Background: an optimization exercise with open tools, aiming at small area, a short achievable clock period and few clock cycles. Do not read the settings as production practice.

==> 11-27: inputs <==
Design riscv_pipeline, start of the top module:
module riscv_pipeline #(
    parameter DATA_WIDTH = 32,
    parameter ADDR_WIDTH = 32
) (
    input  logic                        clk,
    input  logic                        rst_n,
    output logic [ADDR_WIDTH-1:0]       imem_addr,
    input  logic [DATA_WIDTH-1:0]       imem_rdata,
    output logic [ADDR_WIDTH-1:0]       dmem_addr,
    output logic [DATA_WIDTH-1:0]       dmem_wdata,
    output logic                        dmem_we,
    output logic                        dmem_re,
    input  logic [DATA_WIDTH-1:0]       dmem_rdata,
    output logic                        wb_valid,
    output logic [4:0]                  wb_rd,
    output logic [DATA_WIDTH-1:0]       wb_data
);
    logic [31:2] x_pc4;          
    logic [31:2] x_tgt;          
    logic        x_pred;         
    logic [31:0] x_a;            
    logic [31:0] x_b;            
    logic        x_fa, x_fb;     
    logic [11:0] x_off;          
    logic [4:0]  x_rd;
    logic        x_we;           
    logic        x_link;         
    logic        x_ld, x_st, x_br, x_jalr;
    logic [2:0]  x_f3;           
    logic        x_alt;          
    logic        x_sub;          
    logic [31:0] m_addr;         
    logic [31:0] m_val;          
    logic [4:0]  m_rd;
    logic        m_we, m_ld, m_st;
    logic [31:0] x_res;          
    logic [31:0] m_wdata;        
    logic [31:2] npc;            
    logic        kill;           
    logic [31:2] fix;            
    logic        stall;          
    logic [31:0] rf [1:31];
    logic [31:1] rf_v;
    for (genvar i = 1; i < 32; i++) begin : g_rf
        always_ff @(posedge clk)
            if (m_we && m_rd == i) rf[i] <= m_wdata;
        always_ff @(posedge clk or negedge rst_n)
            if (!rst_n) rf_v[i] <= 1'b0;
            else if (m_we && m_rd == i) rf_v[i] <= 1'b1;
    end
    assign npc = x_pred ? x_tgt : x_pc4;
    assign imem_addr = {npc, 2'b00};
    logic [31:0] ins;
    assign ins = imem_rdata;
    logic [4:0] f_op, f_rd, f_rs1, f_rs2;
    logic [2:0] f_f3;
    assign f_op  = ins[6:2];
    assign f_rd  = ins[11:7];
    assign f_f3  = ins[14:12];
    assign f_rs1 = ins[19:15];
  ...
export LEC_CHECK = 0
export CAP_MARGIN = 20
export CORE_MARGIN = 2
export CORE_UTILIZATION = 40
export PLACE_DENSITY = 0.6
export SLEW_MARGIN = 20
create_clock -name core_clock -period 12.0 [get_ports {clk}]
standard.sh (not shown) runs the stock make flow with config.mk's settings and CLKGATE_MAP_FILE= SYNTH_SCRIPT=/design/flow/synth_recipe.tcl, a recipe that flattens the netlist after the stock synthesis.
==> flow/flow/run.sh <==
#!/bin/bash
set -euo pipefail
M=$(cat flow/margin.txt)
bash standard.sh SETUP_SLACK_MARGIN=$M finish > standard_flow.log 2>&1
==> flow/flow/margin.txt <==
8
==> 10-04 (differences from 11-27) <==
--- a/flow/design.v
+++ b/flow/design.v
@@ -98,37 +98,30 @@
     logic [31:2] x_pc4;          
     logic [31:2] x_tgt;          
     logic        x_pred;         
     logic [31:0] x_a;            
     logic [31:0] x_b;            
-    logic        x_fa, x_fb;     
     logic [11:0] x_off;          
     logic [4:0]  x_rd;
     logic        x_we;           
     logic        x_link;         
     logic        x_ld, x_st, x_br, x_jalr;
     logic [2:0]  x_f3;           
     logic        x_alt;          
     logic        x_sub;          
-    logic [31:0] m_addr;         
-    logic [31:0] m_val;          
-    logic [4:0]  m_rd;
-    logic        m_we, m_ld, m_st;
-    logic [31:0] x_res;          
-    logic [31:0] m_wdata;        
+    logic [31:0] wdata;          
     logic [31:2] npc;            
     logic        kill;           
     logic [31:2] fix;            
-    logic        stall;          
     logic [31:0] rf [1:31];
     logic [31:1] rf_v;
     for (genvar i = 1; i < 32; i++) begin : g_rf
         always_ff @(posedge clk)
-            if (m_we && m_rd == i) rf[i] <= m_wdata;
+            if (x_we && x_rd == i) rf[i] <= wdata;
         always_ff @(posedge clk or negedge rst_n)
             if (!rst_n) rf_v[i] <= 1'b0;
-            else if (m_we && m_rd == i) rf_v[i] <= 1'b1;
+            else if (x_we && x_rd == i) rf_v[i] <= 1'b1;
     end
     assign npc = x_pred ? x_tgt : x_pc4;
     assign imem_addr = {npc, 2'b00};
     logic [31:0] ins;
     assign ins = imem_rdata;
@@ -162,19 +155,13 @@
         for (int i = 1; i < 32; i++) begin
             rf_r1 = rf_r1 | (rf[i] & {32{rf_v[i] && f_rs1 == i}});
             rf_r2 = rf_r2 | (rf[i] & {32{rf_v[i] && f_rs2 == i}});
         end
     end
-    logic f_x1, f_x2, f_m1, f_m2;
-    assign f_x1 = x_we && x_rd == f_rs1;
-    assign f_x2 = x_we && x_rd == f_rs2;
-    assign stall = x_ld && ((f_x1 && !(f_lui || f_auipc || f_jal)) || (f_x2 && (f_opr || f_br || f_st)));
-    assign f_m1 = m_we && m_rd == f_rs1;
-    assign f_m2 = m_we && m_rd == f_rs2;
     logic [31:0] f_r1, f_r2;
-    assign f_r1 = f_m1 ? m_wdata : rf_r1;
-    assign f_r2 = f_m2 ? m_wdata : rf_r2;
+    assign f_r1 = (x_we && x_rd == f_rs1) ? wdata : rf_r1;
+    assign f_r2 = (x_we && x_rd == f_rs2) ? wdata : rf_r2;
     logic [20:2] f_off;
     logic [31:2] f_tgt;
     logic        f_tc;
     assign f_off = ins[3] ? imm_j[20:2] : imm_b[20:2];    
     pfx_add #(.N(19)) u_tgt_lo (.a(npc[20:2]), .b(f_off), .cin(1'b0), .s(f_tgt[20:2]), .cout(f_tc));
@@ -188,12 +175,12 @@
             x_we   <= 1'b0;
             x_ld   <= 1'b0;
             x_st   <= 1'b0;
             x_br   <= 1'b0;
             x_jalr <= 1'b0;
-        end else if (kill || stall) begin
-            x_pc4  <= stall ? npc : fix;
+        end else if (kill) begin
+            x_pc4  <= fix;
             x_pred <= 1'b0;
             x_we   <= 1'b0;
             x_ld   <= 1'b0;
             x_st   <= 1'b0;
             x_br   <= 1'b0;
@@ -215,96 +202,76 @@
         x_f3   <= (f_lui | f_auipc) ? 3'b000 : f_f3;
         x_alt  <= ins[30] & (f_opr | (f_opi & f_f3 == 3'b101));
         x_sub  <= (ins[30] & f_opr & f_f3 == 3'b000) | ((f_opr | f_opi) & f_f3[2:1] == 2'b01) | f_br;
         x_a    <= f_auipc ? {npc, 2'b00} : f_lui ? 32'd0 : f_r1;
         x_b    <= f_opi ? imm_i : (f_lui | f_auipc) ? imm_u : f_r2;
-        x_fa   <= f_x1 && !(f_auipc || f_lui);
-        x_fb   <= f_x2 && !(f_opi || f_lui || f_auipc);
         x_off  <= f_st ? imm_s[11:0] : imm_i[11:0];
     end
-    logic [31:0] a, b;
-    assign a = x_fa ? m_val : x_a;
-    assign b = x_fb ? m_val : x_b;
     logic [31:0] addr_sum;
     logic        addr_c;
-    pfx_add #(.N(12)) u_addr_lo (.a(a[11:0]), .b(x_off), .cin(1'b0), .s(addr_sum[11:0]), .cout(addr_c));
-    pfx_incdec #(.N(20)) u_addr_hi (.x(a[31:12]), .sgn(x_off[11]), .cin(addr_c), .s(addr_sum[31:12]));
+    pfx_add #(.N(12)) u_addr_lo (.a(x_a[11:0]), .b(x_off), .cin(1'b0), .s(addr_sum[11:0]), .cout(addr_c));
+    pfx_incdec #(.N(20)) u_addr_hi (.x(x_a[31:12]), .sgn(x_off[11]), .cin(addr_c), .s(addr_sum[31:12]));
     logic [31:0] sum;
     logic        sum_c;
-    pfx_add #(.N(32)) u_sum (.a(a), .b(b ^ {32{x_sub}}), .cin(x_sub), .s(sum), .cout(sum_c));
+    pfx_add #(.N(32)) u_sum (.a(x_a), .b(x_b ^ {32{x_sub}}), .cin(x_sub), .s(sum), .cout(sum_c));
     logic        slt, sltu;
     assign sltu = !sum_c;
-    assign slt  = (a[31] ^ b[31]) ? a[31] : sum[31];
-    logic b_eq, b_cond;
-    assign b_eq = ~|(a ^ b);
+    assign slt  = (x_a[31] ^ x_b[31]) ? x_a[31] : sum[31];
+    logic b_eq, b_lt, b_ltu, b_cond;
+    assign b_eq  = ~|(x_a ^ x_b);
+    assign b_lt  = slt;
+    assign b_ltu = sltu;
     always_comb begin
         case (x_f3)
             3'b000:  b_cond = b_eq;
             3'b001:  b_cond = !b_eq;
-            3'b100:  b_cond = slt;
-            3'b101:  b_cond = !slt;
-            3'b110:  b_cond = sltu;
-            3'b111:  b_cond = !sltu;
+            3'b100:  b_cond = b_lt;
+            3'b101:  b_cond = !b_lt;
+            3'b110:  b_cond = b_ltu;
+            3'b111:  b_cond = !b_ltu;
             default: b_cond = 1'b0;
         endcase
     end
     assign kill = x_jalr || (x_br && (b_cond != x_pred));
     assign fix  = x_jalr ? addr_sum[31:2] : b_cond ? x_tgt : x_pc4;
     logic        sh_left;
     logic [31:0] sh_in, sh_r, sh_out;
     assign sh_left = (x_f3 == 3'b001);
     always_comb begin
-        for (int i = 0; i < 32; i++) sh_in[i] = sh_left ? a[31-i] : a[i];
-    end
-    assign sh_r = 32'($signed({x_alt & a[31], sh_in}) >>> b[4:0]);
+        for (int i = 0; i < 32; i++) sh_in[i] = sh_left ? x_a[31-i] : x_a[i];
+    end
+    assign sh_r = 32'($signed({x_alt & x_a[31], sh_in}) >>> x_b[4:0]);
     always_comb begin
         for (int i = 0; i < 32; i++) sh_out[i] = sh_left ? sh_r[31-i] : sh_r[i];
     end
     logic [31:0] alu;
     always_comb begin
         case (x_f3)
             3'b000:  alu = sum;
             3'b001:  alu = sh_out;
             3'b010:  alu = {31'd0, slt};
             3'b011:  alu = {31'd0, sltu};
-            3'b100:  alu = a ^ b;
+            3'b100:  alu = x_a ^ x_b;
             3'b101:  alu = sh_out;
-            3'b110:  alu = a | b;
-            default: alu = a & b;
+            3'b110:  alu = x_a | x_b;
+            default: alu = x_a & x_b;
         endcase
     end
-    assign x_res = x_link ? {x_pc4, 2'b00} : alu;
-    always_ff @(posedge clk or negedge rst_n) begin
-        if (!rst_n) begin
-            m_we <= 1'b0;
-            m_ld <= 1'b0;
-            m_st <= 1'b0;
-        end else begin
-            m_we <= x_we;
-            m_ld <= x_ld;
-            m_st <= x_st;
-        end
-    end
-    always_ff @(posedge clk) begin
-        m_addr <= addr_sum;
-        m_val  <= x_st ? b : x_res;
-        m_rd   <= x_rd;
-    end
-    assign dmem_addr  = m_addr;
-    assign dmem_wdata = m_val;
-    assign dmem_we    = m_st;
-    assign dmem_re    = m_ld;
-    assign m_wdata = m_ld ? dmem_rdata : m_val;
+    assign wdata = x_ld ? dmem_rdata : x_link ? {x_pc4, 2'b00} : alu;
+    assign dmem_addr  = addr_sum;
+    assign dmem_wdata = x_b;
+    assign dmem_we    = x_st;
+    assign dmem_re    = x_ld;
     logic        t_valid;
     logic [4:0]  t_rd;
     logic [31:0] t_data;
     always_ff @(posedge clk or negedge rst_n)
         if (!rst_n) t_valid <= 1'b0;
-        else        t_valid <= m_we;
+        else        t_valid <= x_we;
     always_ff @(posedge clk) begin
-        t_rd   <= m_rd;
-        t_data <= m_wdata;
+        t_rd   <= x_rd;
+        t_data <= wdata;
     end
     assign wb_valid = t_valid;
     assign wb_rd    = t_rd;
     assign wb_data  = t_data;
 endmodule
==> flow/flow/margin.txt (replaced) <==
7
==> flow_summary.ini <==
[floorplanning]
dieArea_um2 = 159100
fp-row-count = 144
nWellTaps = 2044

[route]
routed-wl-met2_mm = 143.1
drtPass1Iterations = 15

[logic_synthesis]
ys_top_cells_by_area = edfxtp_1, dfxtp_1, a22oi_1
synthesis.area_um2 = 62390

[cts]
clock_latency_ns = 0.85

[global_route]
grt_first_pass_wirelength_mm = 477.2
grt_use_met2 = 0.6115

[outcome]
status = timing/DRC/antenna clean

[worst_setup_path]
timing.critical_path.buf_inv = 3
crit_chain = clkdlybuf4s50_1 -> nand2_1 -> nand2_1 -> ha_1 -> a21o_1 -> nor2_2 -> a211oi_4 -> nor2_4 -> buf_4 -> o21ai_4 -> buf_12 -> mux2i_2 -> xnor2_1

[final_layout]
clock_buffers = 184
# the run above: 11-27

==> flow_summary.ini <==
[worst_setup_path]
crit_path_max_incr_delay_ns = 0.70
cp_common_cell = buf_6
crit_chain = ha_1 -> and3_1 -> a31o_4 -> o21bai_4 -> buf_6 -> buf_6 -> buf_6 -> nand4_1 -> mux2i_4 -> xnor2_2 -> buf_2
timing.critical_path.buf_inv = 4

[global_route]
grt_use_met2 = 0.5839
grt-busiest-layer = met2
grt_first_pass_wirelength_mm = 439.9

[final_layout]
multi_input_area_share = 0.3512
clock_buffers = 171

[floorplanning]
dieArea_um2 = 152800
nWellTaps = 1930
fp-row-count = 141

[route]
drtPass1Iterations = 10

[logic_synthesis]
synthesis.area_um2 = 59890

[outcome]
status = timing/DRC/antenna clean

[cts]
clock_latency_ns = 0.81
# the run above: 10-04

No functional check of the RTL was part of any run of this note.

==> afterwards: timing with drivers on the ports <==
The flow's constraints put no driver on any port. The routed layouts listed below were extracted and timed again, unchanged, in two steps.
Step 1: set_driving_cell puts a clkbuf_16 on clk and a buf_2 on each other input, an assumption about the parent block.
Step 2 adds t to the input delays and takes it off the output delays; t is the mean of the earliest and latest rising clock arrival at the registers after step 1. Input paths then give back, and output paths get back, about the clock's delay inside the block.
a / b / c = ideal / step 1 / step 2; a / b = the first two.
run	t, ns	slack for setup (ns)	worst register clock-pin slew, ns
11-27	0.908	7.328 / 7.329 / 6.451	0.07 / 0.07
10-04	0.855	5.771 / 5.694 / 5.911	0.09 / 0.09
After both steps setup and hold are still met in every run listed. For 11-27, which loses most, drivers alone change the setup slack by +0.001 ns; drivers and shift together by -0.877 ns.
